From an optimization exercise on the open Yosys and OpenROAD flow, aimed at small area; shortcuts taken in it are not production practice. In this exercise RTL edits were held to simulation tests only and were not proved equivalent to the original. No activity file was given, so power comes from the tool's default toggle rates.

## 12-07
// LiTE_DTU_160MHz_v2_0
module LiTE_DTU_160MHz_v2_0 (
			     CLK,
			     RST_b,
			     CALIBRATION_BUSY_1,
			     CALIBRATION_BUSY_10,
			     TEST_ENABLE,
			     GAIN_SEL_MODE,
			     fallback,
			     DATA12_g01,
			     DATA12_g10,
			     SATURATION_value,
			     BSL_VAL_g01,
			     BSL_VAL_g10,
			     losing_data,
			     DATA32_ATU_0,
			     DATA32_ATU_1,
			     DATA32_ATU_2,
			     DATA32_ATU_3,
			     Orbit,
			     shift_gain_10,
			     flush_b,
			     synch,
			     synch_pattern,
			     DATA32_0,
			     DATA32_1,
			     DATA32_2,
			     DATA32_3,
			     handshake);
Size in the first run: ~41000 sq um of cells after synthesis.
Settings: LEC_CHECK=0, CAP_MARGIN=20, CORE_MARGIN=2, CORE_UTILIZATION=40, PLACE_DENSITY=0.6, SLEW_MARGIN=20; clock period 6.25 ns.
standard.sh (not shown) runs the stock make flow with config.mk's settings and CLKGATE_MAP_FILE= SYNTH_SCRIPT=/design/flow/synth_recipe.tcl, a recipe that flattens the netlist after the stock synthesis.
==> flow/flow/run.sh <==
#!/bin/bash
set -euo pipefail
CTS="-sink_clustering_enable -repair_clock_nets -sink_clustering_size 20 -sink_clustering_max_diameter 50 -buf_list sky130_fd_sc_hd__clkbuf_8 -dont_use_dummy_load"
bash standard.sh "BUFFER_PORTS_ARGS=-buffer_cell sky130_fd_sc_hd__buf_1" "CTS_ARGS=$CTS" finish > standard_flow.log 2>&1
The inputs of 01-10 differ from those of 12-07 as listed below.
--- a/flow/design.v
+++ b/flow/design.v
@@ -69,37 +69,59 @@
 	 mcnt <= 4'd0;
 	 prst <= (mcnt == 4'd0);
       end else if (mcnt != 4'd15) mcnt <= mcnt + 4'd1;
    end
    wire v1 = (mcnt >= 4'd3)  | ((mcnt == 4'd1) & ~prst);
    wire v7 = (mcnt >= 4'd9)  | ((mcnt == 4'd7) & ~prst);
    wire v9 = (mcnt >= 4'd11) | ((mcnt == 4'd9) & ~prst);
    reg [11:0] 	 d_g01, d_g10, s01, s10;
+   wire [14:0] 	 dgx = {3'b0, DATA12_g10};
+   reg [11:0] 	 dgsh;
+   integer 	 q2;
+   always @(*) for (q2 = 0; q2 < 12; q2 = q2 + 1) begin
+      case (shift_gain_10)
+	2'd0: dgsh[q2] = dgx[q2];
+	2'd1: dgsh[q2] = dgx[q2+1];
+	2'd2: dgsh[q2] = dgx[q2+2];
+	default: dgsh[q2] = dgx[q2+3];
+      endcase
+   end
    wire [11:0] 	 b01 = {4'b0, BSL_VAL_g01};
    wire [11:0] 	 b10 = {4'b0, BSL_VAL_g10};
    always @(posedge CLK) begin
       d_g01 <= DATA12_g01;
-      d_g10 <= DATA12_g10 >> shift_gain_10;
+      d_g10 <= dgsh;
       s01 <= (d_g01 < b01) ? 12'd0 : d_g01 - b01;
       s10 <= (d_g10 < b10) ? 12'd0 : d_g10 - b10;
    end
    reg [11:0] 	 dl01 [1:9];
    reg [11:0] 	 dl10 [1:9];
    integer 	 i;
    always @(posedge CLK) begin
       dl01[1] <= s01;
       dl10[1] <= s10;
       for (i = 2; i <= 9; i = i + 1) begin
 	 dl01[i] <= dl01[i-1];
 	 dl10[i] <= dl10[i-1];
       end
    end
    reg [11:0] 	 SATval;
-   always @(posedge CLK) SATval <= SATURATION_value >> shift_gain_10;
+   wire [14:0] satx = {3'b0, SATURATION_value};
+   reg [11:0] satsh;
+   integer q;
+   always @(*) for (q = 0; q < 12; q = q + 1) begin
+      case (shift_gain_10)
+        2'd0: satsh[q] = satx[q];
+        2'd1: satsh[q] = satx[q+1];
+        2'd2: satsh[q] = satx[q+2];
+        default: satsh[q] = satx[q+3];
+      endcase
+   end
+   always @(posedge CLK) SATval <= satsh;
    wire 	 m01 = (GAIN_SEL_MODE == 2'b01);
    wire [11:0] 	 ref_d = m01 ? dl10[1] : dl10[7];
    wire 	 ref_v = m01 ? v1 : v7;
    wire 	 cmp = ref_v ? (ref_d >= SATval) : ((SATval == 12'd0) & (mcnt != 4'd0));
    wire 	 ref_sat = GAIN_SEL_MODE[1] ? GAIN_SEL_MODE[0] : cmp;
    reg [4:0] 	 gage;
    reg 		 gwin;    
    wire 	 clsA = ~GAIN_SEL_MODE[0] ^ GAIN_SEL_MODE[1];  
@@ -113,21 +135,23 @@
       gwin <= m01;
    end
    reg [12:0] 	 d2enc;
    always @(posedge CLK)
      d2enc <= {~dec_n, (rb & v9) ? (dec_n ? dl10[9] : dl01[9]) : 12'd0};
    wire 	 baseline_flag = GAIN_SEL_MODE[1] ? (d2enc[11:6] == 6'd0) : (d2enc[12:6] == 7'd0);
    reg [12:0] 	 dd;        
    always @(posedge CLK) dd <= d2enc;
-   localparam [4:0] IDLE=5'd0, bas_0=5'd1, bas_1=5'd2, bas_2=5'd3, bas_3=5'd4, bas_4=5'd5,
-		    sign_0=5'd6, sign_1=5'd7, bas_0_bis=5'd8, bas_1_bis=5'd9, bas_2_bis=5'd10,
-		    bas_3_bis=5'd11, bas_4_bis=5'd12, sign_0_bis=5'd13, sign_1_bis=5'd14,
-		    bc0_0=5'd15, bc0_1=5'd16, bc0_2=5'd17, bc0_3=5'd18, bc0_4=5'd19,
-		    header=5'd20, header_b0=5'd21, bc0_s0=5'd22, header_s0=5'd23, bc0_s0_bis=5'd24;
+   localparam [4:0] IDLE=5'b00000, sign_0=5'b00001, sign_1=5'b00010, sign_0_bis=5'b00011,
+		    sign_1_bis=5'b00100, header=5'b00101, header_b0=5'b00110, header_s0=5'b00111,
+		    bas_0=5'b01000, bas_1=5'b01001, bas_2=5'b01010, bas_3=5'b01011, bas_4=5'b01100,
+		    bas_0_bis=5'b10000, bas_1_bis=5'b10001, bas_2_bis=5'b10010, bas_3_bis=5'b10011,
+		    bas_4_bis=5'b10100,
+		    bc0_0=5'b11000, bc0_1=5'b11001, bc0_2=5'b11010, bc0_3=5'b11011, bc0_4=5'b11100,
+		    bc0_s0=5'b11101, bc0_s0_bis=5'b11110;
    localparam [2:0] IDLE_FB=3'd0, data_odd=3'd1, latency1=3'd2, data_even=3'd3, latency2=3'd4,
 		    data_odd_bc0=3'd5, data_even_bc0=3'd6;
    reg [4:0] 	 cs;        
    reg 		 mfb;       
    reg 		 Orbit_delay;
    wire [4:0] 	 ns = mfb ? IDLE : cs;          
    wire [2:0] 	 fs = mfb ? cs[2:0] : IDLE_FB;  
    wire 	 OrbitFB = Orbit | Orbit_delay;
--- outcome ---
For post-route cell area, 12-07 and 01-10 come out practically identical.
From 12-07 to 01-10, number of slew-limit violations in the final report did not move at all.
Delta (01-10 minus 12-07): number of clock buffers in the layout went up by about 7%; placement-stage worst setup slack went down by 0.24 ns; clock power went up by about 3%; maximum cell stage delay along the critical path went up by 0.02 ns; wire length of the first global-routing pass went down by about 2.7%.
Higher relative contribution of the clock network to total power was reported by 01-10, not 12-07.
01-10 against 12-07: required arrival time at the worst endpoint shows a reduction of 0.05 ns, non-filler instance count after layout shows a reduction of about 0.5%, global routing met1 resource utilization shows a reduction of 3.0 points, post-route fraction of the period consumed by the critical path shows an increase of 1.6 points.
Going from 12-07 to 01-10, routed length on met3 shrinks by about 19%.
Diff 12-07 -> 01-10 | combinational logic power | decrease of about 2%

==> separate check: timing with driven ports <==
How much do the figures lean on ideal ports? The routed layouts below were timed once more, with nothing changed but the port constraints. Step 1 (the two cells are an assumption about what drives the block):
set clk [get_ports {CLK}]
set_driving_cell -lib_cell sky130_fd_sc_hd__clkbuf_16 $clk
set_driving_cell -lib_cell sky130_fd_sc_hd__buf_2 [delete_from_list [all_inputs] $clk]
Step 2 times the ports against the registers' clock, not the clock port: input delays grow and output delays shrink by t, the midpoint of the rising clock arrivals with the driver on. Three values: no drivers, after step 1, after step 2; two values: the first two.
| run | shift t [ns] | setup WS [ns] | worst slew at a driven data input, ns |
|---|---|---|---|
| 12-07 | 0.728 | 2.028 / 2.028 / 1.461 | 0.07 |
| 01-10 | 0.779 | 1.928 / 1.937 / 1.158 | 0.11 |
After both steps every run listed still meets setup and hold. For 01-10, which loses most, drivers alone change the setup slack by +0.009 ns; drivers and shift together by -0.770 ns.
